This design comes from an exercise in tuning for a short achievable clock period and few clock cycles on the open sky130 flow, not from production work. Where RTL was checked, it was by simulation tests only, not by an equivalence proof against the original. Power figures rest on the tool's default switching activity, not on a simulated workload.

==> run a <==
==> flow/design.v <==
`timescale 1ns / 1ps
`timescale 1ns / 1ps
module regfile(
    input clk,
    input we,
    input [4:0] wa,
    input [31:0] wd,
    input [4:0] ra1, ra2,
    output [31:0] rd1, rd2
    );
    reg [31:0] rf [1:31];
    always @(posedge clk)
        if (we && wa != 5'd0)
            rf[wa] <= wd;
    assign rd1 = (we && wa == ra1 && ra1 != 5'd0) ? wd : (ra1 == 5'd0) ? 32'd0 : rf[ra1];
    assign rd2 = (we && wa == ra2 && ra2 != 5'd0) ? wd : (ra2 == 5'd0) ? 32'd0 : rf[ra2];
endmodule
`timescale 1ns / 1ps
module ALU(
    input [31:0] a,
    input [31:0] b,
    output [31:0] y
    );
    assign y = a + b;
endmodule
`timescale 1ns / 1ps
`timescale 1ns / 1ps
module cpu_pl(
    input clk,
    input rst,
    output [7:0] imem_addr,
    input [31:0] imem_data,
    output [7:0] dmem_addr,
    output [31:0] dmem_wdata,
    output dmem_we,
    input [31:0] dmem_rdata,
    output [7:0] io_addr,
    output [31:0] io_dout,
    output io_we,
    input [31:0] io_din
    );
    localparam OP_ADD  = 7'b0110011;
    localparam OP_ADDI = 7'b0010011;
    localparam OP_LW   = 7'b0000011;
    localparam OP_SW   = 7'b0100011;
    localparam OP_BEQ  = 7'b1100011;
    localparam OP_JAL  = 7'b1101111;
    wire stall;       
    wire redirect;    
    wire [31:0] redirect_pc;
    reg  [9:0]  f_pc_lo;     
    reg  [21:0] f_pend_hi;   
    reg         f_pend_c;    
    reg  [31:0] d_ir;
    reg         d_valid;
    reg  [9:0]  d_pc_lo;
    reg  [21:0] d_pc_hi;     
    wire [31:0] inst = imem_data;
    wire        f_is_jal = inst[6:0] == OP_JAL;
    wire        f_is_beq = inst[6:0] == OP_BEQ;
    wire        f_take   = f_is_jal | (f_is_beq & (inst[19:15] == inst[24:20]));
    wire [9:0]  f_imm_lo = {inst[29:25], (inst[3] ? inst[24:21] : inst[11:8]), 1'b0};
    wire [21:0] f_imm_hi = inst[3] ? {{11{inst[31]}}, inst[31], inst[19:12], inst[20], inst[30]}
                                   : {{19{inst[31]}}, inst[31], inst[7], inst[30]};
    wire [10:0] f_tgt_lo = {1'b0, f_pc_lo} + {1'b0, f_imm_lo};
    wire [10:0] f_seq_lo = {1'b0, f_pc_lo} + 11'd4;
    wire [21:0] f_pc_hi  = d_pc_hi + f_pend_hi + {21'd0, f_pend_c};
    assign imem_addr = f_pc_lo[9:2];
    always @(posedge clk) begin
        if (rst) begin
            f_pc_lo   <= 10'd0;
            f_pend_hi <= 22'd0;
            f_pend_c  <= 1'b0;
            d_pc_hi   <= 22'd0;
            d_valid   <= 1'b0;
        end else if (redirect) begin
            f_pc_lo   <= redirect_pc[9:0];
            f_pend_hi <= 22'd0;
            f_pend_c  <= 1'b0;
            d_pc_hi   <= redirect_pc[31:10];
            d_valid   <= 1'b0;
        end else if (!stall) begin
            f_pc_lo   <= f_take ? f_tgt_lo[9:0] : f_seq_lo[9:0];
            f_pend_hi <= f_take ? f_imm_hi : 22'd0;
            f_pend_c  <= f_take ? f_tgt_lo[10] : f_seq_lo[10];
            d_pc_hi   <= f_pc_hi;
            d_valid   <= 1'b1;
        end
    end
    always @(posedge clk) begin
        if (!stall) begin
            d_ir    <= inst;
            d_pc_lo <= f_pc_lo;
        end
    end
    wire [6:0]  d_op  = d_ir[6:0];
    wire [4:0]  d_rd  = d_ir[11:7];
    wire [4:0]  d_rs1 = d_ir[19:15];
    wire [4:0]  d_rs2 = d_ir[24:20];
    wire [31:0] d_pc  = {d_pc_hi, d_pc_lo};
    wire d_add  = d_valid & (d_op == OP_ADD);
    wire d_addi = d_valid & (d_op == OP_ADDI);
    wire d_lw   = d_valid & (d_op == OP_LW);
    wire d_sw   = d_valid & (d_op == OP_SW);
    wire d_jal  = d_valid & (d_op == OP_JAL);
    wire d_beq  = d_valid & (d_op == OP_BEQ) & (d_rs1 != d_rs2);   
    wire d_use1 = d_add | d_addi | d_lw | d_sw | d_beq;
    wire d_use2 = d_add | d_beq;           
    wire d_wr   = (d_add | d_addi | d_lw | d_jal) & (d_rd != 5'd0);
    wire [31:0] d_imm_i = {{20{d_ir[31]}}, d_ir[31:20]};
    wire [31:0] d_imm_s = {{20{d_ir[31]}}, d_ir[31:25], d_ir[11:7]};
    wire [31:0] d_imm_b = {{20{d_ir[31]}}, d_ir[7], d_ir[30:25], d_ir[11:8], 1'b0};
    reg         e_wr, e_lw, e_sw, e_beq;
    reg  [4:0]  e_rd;
    reg         m_wr, m_lw, m_sw;
    reg  [4:0]  m_rd;
    reg  [31:0] m_y, m_sd;
    reg         w_wr;
    reg  [4:0]  w_rd;
    reg  [31:0] w_val;
    wire [31:0] rf_rd1, rf_rd2;
    regfile u_rf(
        .clk(clk),
        .we(w_wr),
        .wa(w_rd),
        .wd(w_val),
        .ra1(d_rs1),
        .ra2(d_rs2),
        .rd1(rf_rd1),
        .rd2(rf_rd2)
    );
    wire d_e1 = e_wr & (e_rd == d_rs1);
    wire d_e2 = e_wr & (e_rd == d_rs2);
    wire d_m1 = m_wr & (m_rd == d_rs1);
    wire d_m2 = m_wr & (m_rd == d_rs2);
    assign stall = e_lw & ((d_use1 & d_e1) | ((d_use2 | d_sw) & d_e2));
    wire [31:0] d_tgt = d_pc + d_imm_b;
    reg  [31:0] e_a, e_b, e_sd, e_tgt;
    reg         e_fa1, e_fa2, e_fb1, e_fb2, e_fs1, e_fs2;
    always @(posedge clk) begin
        if (rst | redirect | stall) begin
            e_wr  <= 1'b0;
            e_lw  <= 1'b0;
            e_sw  <= 1'b0;
            e_beq <= 1'b0;
        end else begin
            e_wr  <= d_wr;
            e_lw  <= d_lw & d_wr;
            e_sw  <= d_sw;
            e_beq <= d_beq;
        end
    end
    always @(posedge clk) begin
        e_rd  <= d_rd;
        e_a   <= d_jal ? d_pc : rf_rd1;
        e_b   <= d_jal ? 32'd4 : (d_addi | d_lw) ? d_imm_i : d_sw ? d_imm_s : rf_rd2;
        e_sd  <= rf_rd2;
        e_tgt <= d_tgt;
        e_fa1 <= d_use1 & d_e1;
        e_fa2 <= d_use1 & ~d_e1 & d_m1;
        e_fb1 <= d_use2 & d_e2;
        e_fb2 <= d_use2 & ~d_e2 & d_m2;
        e_fs1 <= d_e2;
        e_fs2 <= ~d_e2 & d_m2;
    end
    wire [31:0] x_a  = e_fa1 ? m_y : e_fa2 ? w_val : e_a;
    wire [31:0] x_b  = e_fb1 ? m_y : e_fb2 ? w_val : e_b;
    wire [31:0] x_sd = e_fs1 ? m_y : e_fs2 ? w_val : e_sd;
    wire [31:0] x_sum;
    ALU u_alu(.a(x_a), .b(x_b), .y(x_sum));
    assign redirect    = e_beq & (x_a == x_b);
    assign redirect_pc = e_tgt;
    always @(posedge clk) begin
        if (rst) begin
            m_wr <= 1'b0;
            m_lw <= 1'b0;
            m_sw <= 1'b0;
        end else begin
            m_wr <= e_wr;
            m_lw <= e_lw;
            m_sw <= e_sw;
        end
        m_rd <= e_rd;
        m_y  <= x_sum;
        m_sd <= x_sd;
    end
    assign dmem_addr  = m_y[9:2];
    assign dmem_wdata = m_sd;
    assign dmem_we    = m_sw & ~m_y[10];
    assign io_addr    = m_y[7:0];
    assign io_dout    = m_sd;
    assign io_we      = m_sw & m_y[10];
    wire [31:0] m_ld = m_y[10] ? io_din : dmem_rdata;
    always @(posedge clk) begin
        if (rst)
            w_wr <= 1'b0;
        else
            w_wr <= m_wr;
        w_rd  <= m_rd;
        w_val <= m_lw ? m_ld : m_y;
    end
endmodule
==> flow/run.sh <==
#!/bin/bash
# synth_recipe.tcl (not shown) runs the flow's synth.tcl, then flattens the netlist and writes it again
# the make line also repeats each setting of config.mk as NAME=value (left out here)
make -C /OpenROAD-flow-scripts/flow DESIGN_CONFIG=/design/flow/config.mk WORK_HOME=/design/flow/orfs CLKGATE_MAP_FILE= SYNTH_SCRIPT=/design/flow/synth_recipe.tcl finish
==> flow/config.mk <==
export PLATFORM = sky130hd
export DESIGN_NAME = cpu_pl
export DESIGN_NICKNAME = cpu_pl
export VERILOG_FILES = /design/flow/design.v
export SDC_FILE = /design/flow/constraint.sdc
export NUM_CORES = 4
export LEC_CHECK = 0
export ABC_CLOCK_PERIOD_IN_PS = 2500
export CAP_MARGIN = 20
export CORE_MARGIN = 2
export CORE_UTILIZATION = 40
export PLACE_DENSITY = 0.6
export SETUP_SLACK_MARGIN = 4.0
export SLEW_MARGIN = 20
export TNS_END_PERCENT = 100
==> flow/constraint.sdc <==
create_clock -name core_clock -period 6.6 [get_ports {clk}]
set_input_delay 1.3200 -clock core_clock [delete_from_list [all_inputs] [get_ports {clk}]]
set_output_delay 1.3200 -clock core_clock [all_outputs]
set_load 0.01 [all_outputs]
==> inputs of run b, as changes to run a <==
--- a/flow/design.v
+++ b/flow/design.v
@@ -46,11 +46,12 @@
     localparam OP_BEQ  = 7'b1100011;
     localparam OP_JAL  = 7'b1101111;
     wire stall;       
-    wire redirect;    
-    wire [31:0] redirect_pc;
+    reg  redirect;    
+    reg  [31:0] redirect_pc;
     reg  [9:0]  f_pc_lo;     
-    reg  [21:0] f_pend_hi;   
-    reg         f_pend_c;    
+    reg         f_took;      
+    reg  [21:0] f_imm_hi_q;  
+    reg         f_tgt_c, f_seq_c;  
     reg  [31:0] d_ir;
     reg         d_valid;
     reg  [9:0]  d_pc_lo;
@@ -64,27 +65,35 @@
                                    : {{19{inst[31]}}, inst[31], inst[7], inst[30]};
     wire [10:0] f_tgt_lo = {1'b0, f_pc_lo} + {1'b0, f_imm_lo};
     wire [10:0] f_seq_lo = {1'b0, f_pc_lo} + 11'd4;
+    wire [21:0] f_pend_hi = f_took ? f_imm_hi_q : 22'd0;
+    wire        f_pend_c  = f_took ? f_tgt_c : f_seq_c;
     wire [21:0] f_pc_hi  = d_pc_hi + f_pend_hi + {21'd0, f_pend_c};
     assign imem_addr = f_pc_lo[9:2];
     always @(posedge clk) begin
         if (rst) begin
             f_pc_lo   <= 10'd0;
-            f_pend_hi <= 22'd0;
-            f_pend_c  <= 1'b0;
+            f_took    <= 1'b0;
+            f_seq_c   <= 1'b0;
             d_pc_hi   <= 22'd0;
             d_valid   <= 1'b0;
         end else if (redirect) begin
             f_pc_lo   <= redirect_pc[9:0];
-            f_pend_hi <= 22'd0;
-            f_pend_c  <= 1'b0;
+            f_took    <= 1'b0;
+            f_seq_c   <= 1'b0;
             d_pc_hi   <= redirect_pc[31:10];
             d_valid   <= 1'b0;
         end else if (!stall) begin
             f_pc_lo   <= f_take ? f_tgt_lo[9:0] : f_seq_lo[9:0];
-            f_pend_hi <= f_take ? f_imm_hi : 22'd0;
-            f_pend_c  <= f_take ? f_tgt_lo[10] : f_seq_lo[10];
+            f_took    <= f_take;
+            f_seq_c   <= f_seq_lo[10];
             d_pc_hi   <= f_pc_hi;
             d_valid   <= 1'b1;
+        end
+    end
+    always @(posedge clk) begin
+        if (!stall) begin
+            f_imm_hi_q <= f_imm_hi;
+            f_tgt_c    <= f_tgt_lo[10];
         end
     end
     always @(posedge clk) begin
@@ -112,7 +121,7 @@
     wire [31:0] d_imm_b = {{20{d_ir[31]}}, d_ir[7], d_ir[30:25], d_ir[11:8], 1'b0};
     reg         e_wr, e_lw, e_sw, e_beq;
     reg  [4:0]  e_rd;
-    reg         m_wr, m_lw, m_sw;
+    reg         m_wr, m_lw, m_dwe, m_iowe;
     reg  [4:0]  m_rd;
     reg  [31:0] m_y, m_sd;
     reg         w_wr;
@@ -129,6 +138,7 @@
         .rd1(rf_rd1),
         .rd2(rf_rd2)
     );
+    wire [31:0] m_ld, w_next;
     wire d_e1 = e_wr & (e_rd == d_rs1);
     wire d_e2 = e_wr & (e_rd == d_rs2);
     wire d_m1 = m_wr & (m_rd == d_rs1);
@@ -136,7 +146,7 @@
     assign stall = e_lw & ((d_use1 & d_e1) | ((d_use2 | d_sw) & d_e2));
     wire [31:0] d_tgt = d_pc + d_imm_b;
     reg  [31:0] e_a, e_b, e_sd, e_tgt;
-    reg         e_fa1, e_fa2, e_fb1, e_fb2, e_fs1, e_fs2;
+    reg         e_fa1, e_fb1, e_fs1;
     always @(posedge clk) begin
         if (rst | redirect | stall) begin
             e_wr  <= 1'b0;
@@ -152,33 +162,38 @@
     end
     always @(posedge clk) begin
         e_rd  <= d_rd;
-        e_a   <= d_jal ? d_pc : rf_rd1;
-        e_b   <= d_jal ? 32'd4 : (d_addi | d_lw) ? d_imm_i : d_sw ? d_imm_s : rf_rd2;
-        e_sd  <= rf_rd2;
+        e_a   <= d_jal ? d_pc : d_m1 ? w_next : rf_rd1;
+        e_b   <= d_jal ? 32'd4 : (d_addi | d_lw) ? d_imm_i : d_sw ? d_imm_s : d_m2 ? w_next : rf_rd2;
+        e_sd  <= d_m2 ? w_next : rf_rd2;
         e_tgt <= d_tgt;
         e_fa1 <= d_use1 & d_e1;
-        e_fa2 <= d_use1 & ~d_e1 & d_m1;
         e_fb1 <= d_use2 & d_e2;
-        e_fb2 <= d_use2 & ~d_e2 & d_m2;
         e_fs1 <= d_e2;
-        e_fs2 <= ~d_e2 & d_m2;
-    end
-    wire [31:0] x_a  = e_fa1 ? m_y : e_fa2 ? w_val : e_a;
-    wire [31:0] x_b  = e_fb1 ? m_y : e_fb2 ? w_val : e_b;
-    wire [31:0] x_sd = e_fs1 ? m_y : e_fs2 ? w_val : e_sd;
+    end
+    wire [31:0] x_a  = e_fa1 ? m_y : e_a;
+    wire [31:0] x_b  = e_fb1 ? m_y : e_b;
+    wire [31:0] x_sd = e_fs1 ? m_y : e_sd;
     wire [31:0] x_sum;
     ALU u_alu(.a(x_a), .b(x_b), .y(x_sum));
-    assign redirect    = e_beq & (x_a == x_b);
-    assign redirect_pc = e_tgt;
-    always @(posedge clk) begin
-        if (rst) begin
-            m_wr <= 1'b0;
-            m_lw <= 1'b0;
-            m_sw <= 1'b0;
+    wire x_taken = e_beq & (x_a == x_b);
+    always @(posedge clk) begin
+        if (rst)
+            redirect <= 1'b0;
+        else
+            redirect <= x_taken & ~redirect;
+        redirect_pc <= e_tgt;
+    end
+    always @(posedge clk) begin
+        if (rst | redirect) begin
+            m_wr   <= 1'b0;
+            m_lw   <= 1'b0;
+            m_dwe  <= 1'b0;
+            m_iowe <= 1'b0;
         end else begin
-            m_wr <= e_wr;
-            m_lw <= e_lw;
-            m_sw <= e_sw;
+            m_wr   <= e_wr;
+            m_lw   <= e_lw;
+            m_dwe  <= e_sw & ~x_sum[10];
+            m_iowe <= e_sw & x_sum[10];
         end
         m_rd <= e_rd;
         m_y  <= x_sum;
@@ -186,17 +201,18 @@
     end
     assign dmem_addr  = m_y[9:2];
     assign dmem_wdata = m_sd;
-    assign dmem_we    = m_sw & ~m_y[10];
+    assign dmem_we    = m_dwe;
     assign io_addr    = m_y[7:0];
     assign io_dout    = m_sd;
-    assign io_we      = m_sw & m_y[10];
-    wire [31:0] m_ld = m_y[10] ? io_din : dmem_rdata;
+    assign io_we      = m_iowe;
+    assign m_ld   = m_y[10] ? io_din : dmem_rdata;
+    assign w_next = m_lw ? m_ld : m_y;
     always @(posedge clk) begin
         if (rst)
             w_wr <= 1'b0;
         else
             w_wr <= m_wr;
         w_rd  <= m_rd;
-        w_val <= m_lw ? m_ld : m_y;
+        w_val <= w_next;
     end
 endmodule
Settings changed: ABC_CLOCK_PERIOD_IN_PS 2500 to 2000, SETUP_SLACK_MARGIN 4.0 to 4.2.
==> inputs of run c, as changes to run a <==
--- a/flow/design.v
+++ b/flow/design.v
@@ -21,7 +21,47 @@
     input [31:0] b,
     output [31:0] y
     );
-    assign y = a + b;
+    wire [31:0] p0 = a ^ b;
+    wire [31:0] g0 = a & b;
+    wire [31:0] g1, p1, g2, p2, g3, p3, g4, p4, g5;
+    genvar i;
+    generate
+        for (i = 0; i < 32; i = i + 1) begin : ks
+            if (i >= 1) begin
+                assign g1[i] = g0[i] | (p0[i] & g0[i-1]);
+                assign p1[i] = p0[i] & p0[i-1];
+            end else begin
+                assign g1[i] = g0[i];
+                assign p1[i] = p0[i];
+            end
+            if (i >= 2) begin
+                assign g2[i] = g1[i] | (p1[i] & g1[i-2]);
+                assign p2[i] = p1[i] & p1[i-2];
+            end else begin
+                assign g2[i] = g1[i];
+                assign p2[i] = p1[i];
+            end
+            if (i >= 4) begin
+                assign g3[i] = g2[i] | (p2[i] & g2[i-4]);
+                assign p3[i] = p2[i] & p2[i-4];
+            end else begin
+                assign g3[i] = g2[i];
+                assign p3[i] = p2[i];
+            end
+            if (i >= 8) begin
+                assign g4[i] = g3[i] | (p3[i] & g3[i-8]);
+                assign p4[i] = p3[i] & p3[i-8];
+            end else begin
+                assign g4[i] = g3[i];
+                assign p4[i] = p3[i];
+            end
+            if (i >= 16)
+                assign g5[i] = g4[i] | (p4[i] & g4[i-16]);
+            else
+                assign g5[i] = g4[i];
+        end
+    endgenerate
+    assign y = p0 ^ {g5[30:0], 1'b0};
 endmodule
 `timescale 1ns / 1ps
 `timescale 1ns / 1ps
@@ -46,11 +86,12 @@
     localparam OP_BEQ  = 7'b1100011;
     localparam OP_JAL  = 7'b1101111;
     wire stall;       
-    wire redirect;    
-    wire [31:0] redirect_pc;
+    reg  redirect;    
+    reg  [31:0] redirect_pc;
     reg  [9:0]  f_pc_lo;     
-    reg  [21:0] f_pend_hi;   
-    reg         f_pend_c;    
+    reg         f_took;      
+    reg  [21:0] f_imm_hi_q;  
+    reg         f_tgt_c, f_seq_c;  
     reg  [31:0] d_ir;
     reg         d_valid;
     reg  [9:0]  d_pc_lo;
@@ -64,27 +105,35 @@
                                    : {{19{inst[31]}}, inst[31], inst[7], inst[30]};
     wire [10:0] f_tgt_lo = {1'b0, f_pc_lo} + {1'b0, f_imm_lo};
     wire [10:0] f_seq_lo = {1'b0, f_pc_lo} + 11'd4;
+    wire [21:0] f_pend_hi = f_took ? f_imm_hi_q : 22'd0;
+    wire        f_pend_c  = f_took ? f_tgt_c : f_seq_c;
     wire [21:0] f_pc_hi  = d_pc_hi + f_pend_hi + {21'd0, f_pend_c};
     assign imem_addr = f_pc_lo[9:2];
     always @(posedge clk) begin
         if (rst) begin
             f_pc_lo   <= 10'd0;
-            f_pend_hi <= 22'd0;
-            f_pend_c  <= 1'b0;
+            f_took    <= 1'b0;
+            f_seq_c   <= 1'b0;
             d_pc_hi   <= 22'd0;
             d_valid   <= 1'b0;
         end else if (redirect) begin
             f_pc_lo   <= redirect_pc[9:0];
-            f_pend_hi <= 22'd0;
-            f_pend_c  <= 1'b0;
+            f_took    <= 1'b0;
+            f_seq_c   <= 1'b0;
             d_pc_hi   <= redirect_pc[31:10];
             d_valid   <= 1'b0;
         end else if (!stall) begin
             f_pc_lo   <= f_take ? f_tgt_lo[9:0] : f_seq_lo[9:0];
-            f_pend_hi <= f_take ? f_imm_hi : 22'd0;
-            f_pend_c  <= f_take ? f_tgt_lo[10] : f_seq_lo[10];
+            f_took    <= f_take;
+            f_seq_c   <= f_seq_lo[10];
             d_pc_hi   <= f_pc_hi;
             d_valid   <= 1'b1;
+        end
+    end
+    always @(posedge clk) begin
+        if (!stall) begin
+            f_imm_hi_q <= f_imm_hi;
+            f_tgt_c    <= f_tgt_lo[10];
         end
     end
     always @(posedge clk) begin
@@ -112,7 +161,7 @@
     wire [31:0] d_imm_b = {{20{d_ir[31]}}, d_ir[7], d_ir[30:25], d_ir[11:8], 1'b0};
     reg         e_wr, e_lw, e_sw, e_beq;
     reg  [4:0]  e_rd;
-    reg         m_wr, m_lw, m_sw;
+    reg         m_wr, m_lw, m_dwe, m_iowe;
     reg  [4:0]  m_rd;
     reg  [31:0] m_y, m_sd;
     reg         w_wr;
@@ -129,6 +178,7 @@
         .rd1(rf_rd1),
         .rd2(rf_rd2)
     );
+    wire [31:0] m_ld, w_next;
     wire d_e1 = e_wr & (e_rd == d_rs1);
     wire d_e2 = e_wr & (e_rd == d_rs2);
     wire d_m1 = m_wr & (m_rd == d_rs1);
@@ -136,7 +186,7 @@
     assign stall = e_lw & ((d_use1 & d_e1) | ((d_use2 | d_sw) & d_e2));
     wire [31:0] d_tgt = d_pc + d_imm_b;
     reg  [31:0] e_a, e_b, e_sd, e_tgt;
-    reg         e_fa1, e_fa2, e_fb1, e_fb2, e_fs1, e_fs2;
+    reg         e_fa1, e_fb1, e_fs1;
     always @(posedge clk) begin
         if (rst | redirect | stall) begin
             e_wr  <= 1'b0;
@@ -152,33 +202,38 @@
     end
     always @(posedge clk) begin
         e_rd  <= d_rd;
-        e_a   <= d_jal ? d_pc : rf_rd1;
-        e_b   <= d_jal ? 32'd4 : (d_addi | d_lw) ? d_imm_i : d_sw ? d_imm_s : rf_rd2;
-        e_sd  <= rf_rd2;
+        e_a   <= d_jal ? d_pc : d_m1 ? w_next : rf_rd1;
+        e_b   <= d_jal ? 32'd4 : (d_addi | d_lw) ? d_imm_i : d_sw ? d_imm_s : d_m2 ? w_next : rf_rd2;
+        e_sd  <= d_m2 ? w_next : rf_rd2;
         e_tgt <= d_tgt;
         e_fa1 <= d_use1 & d_e1;
-        e_fa2 <= d_use1 & ~d_e1 & d_m1;
         e_fb1 <= d_use2 & d_e2;
-        e_fb2 <= d_use2 & ~d_e2 & d_m2;
         e_fs1 <= d_e2;
-        e_fs2 <= ~d_e2 & d_m2;
-    end
-    wire [31:0] x_a  = e_fa1 ? m_y : e_fa2 ? w_val : e_a;
-    wire [31:0] x_b  = e_fb1 ? m_y : e_fb2 ? w_val : e_b;
-    wire [31:0] x_sd = e_fs1 ? m_y : e_fs2 ? w_val : e_sd;
+    end
+    wire [31:0] x_a  = e_fa1 ? m_y : e_a;
+    wire [31:0] x_b  = e_fb1 ? m_y : e_b;
+    wire [31:0] x_sd = e_fs1 ? m_y : e_sd;
     wire [31:0] x_sum;
     ALU u_alu(.a(x_a), .b(x_b), .y(x_sum));
-    assign redirect    = e_beq & (x_a == x_b);
-    assign redirect_pc = e_tgt;
-    always @(posedge clk) begin
-        if (rst) begin
-            m_wr <= 1'b0;
-            m_lw <= 1'b0;
-            m_sw <= 1'b0;
+    wire x_taken = e_beq & (x_a == x_b);
+    always @(posedge clk) begin
+        if (rst)
+            redirect <= 1'b0;
+        else
+            redirect <= x_taken & ~redirect;
+        redirect_pc <= e_tgt;
+    end
+    always @(posedge clk) begin
+        if (rst | redirect) begin
+            m_wr   <= 1'b0;
+            m_lw   <= 1'b0;
+            m_dwe  <= 1'b0;
+            m_iowe <= 1'b0;
         end else begin
-            m_wr <= e_wr;
-            m_lw <= e_lw;
-            m_sw <= e_sw;
+            m_wr   <= e_wr;
+            m_lw   <= e_lw;
+            m_dwe  <= e_sw & ~x_sum[10];
+            m_iowe <= e_sw & x_sum[10];
         end
         m_rd <= e_rd;
         m_y  <= x_sum;
@@ -186,17 +241,18 @@
     end
     assign dmem_addr  = m_y[9:2];
     assign dmem_wdata = m_sd;
-    assign dmem_we    = m_sw & ~m_y[10];
+    assign dmem_we    = m_dwe;
     assign io_addr    = m_y[7:0];
     assign io_dout    = m_sd;
-    assign io_we      = m_sw & m_y[10];
-    wire [31:0] m_ld = m_y[10] ? io_din : dmem_rdata;
+    assign io_we      = m_iowe;
+    assign m_ld   = m_y[10] ? io_din : dmem_rdata;
+    assign w_next = m_lw ? m_ld : m_y;
     always @(posedge clk) begin
         if (rst)
             w_wr <= 1'b0;
         else
             w_wr <= m_wr;
         w_rd  <= m_rd;
-        w_val <= m_lw ? m_ld : m_y;
+        w_val <= w_next;
     end
 endmodule
Settings changed: ABC_CLOCK_PERIOD_IN_PS 2500 to 2000, SETUP_SLACK_MARGIN 4.0 to 4.2.
==> notes <==
Run c completed without violations. Run b produced a clean layout. Run a ran to the end with no violations. Against run b, the clock-buffer cell count of run c is lower by 1. Of run a and run c, run c has the higher clock skew (gap 0.0098 ns). Combinational power: run c > run b > run a. Against run a, the design area of run c is larger by 4.1%. Routed wire length is about the same in run b and run c. The lowest synthesized cell count belongs to run b, the highest to run a. The lowest first-iteration DRC count belongs to run b, the highest to run a.
Testbench counts of run c, summed over its fixed seeds: cycles 16,171.
Function not checked in run a and run b: the RTL went through the layout flow alone.

-- static timing again, ports no longer ideal --
The results above use ideal ports. As a check the final layouts listed here were re-extracted and re-timed, cells and wires unchanged. Step 1 sets driving cells, clkbuf_16 on the clock port and buf_2 on the other inputs (assumed; they add their load-dependent delay and slew). Step 2 also shifts input and output timing later by t, the mid clock arrival at the registers, as if the neighbouring blocks saw the same clock. Slacks: ideal ports / drivers / drivers and shift; pairs: ideal ports / drivers.
| run | t, ns | setup WS [ns] | worst hold slack (ns) | slew at the worst register clock pin (ns) | worst data-port slew with drivers (ns) |
|---|---|---|---|---|---|
| run a | 0.863 | 3.354 / 3.354 / 2.843 | 0.392 / 0.392 / 0.392 | 0.07 / 0.07 | 0.10 |
| run b | 0.878 | 3.362 / 3.375 / 2.520 | 0.307 / 0.307 / 0.307 | 0.07 / 0.07 | 0.06 |
| run c | 0.875 | 3.468 / 3.468 / 2.790 | 0.323 / 0.323 / 0.323 | 0.07 / 0.07 | 0.06 |
After both steps every run listed still meets setup and hold. The setup slack of run b, which loses most, moves by +0.013 ns with the drivers and by -0.842 ns with both steps.
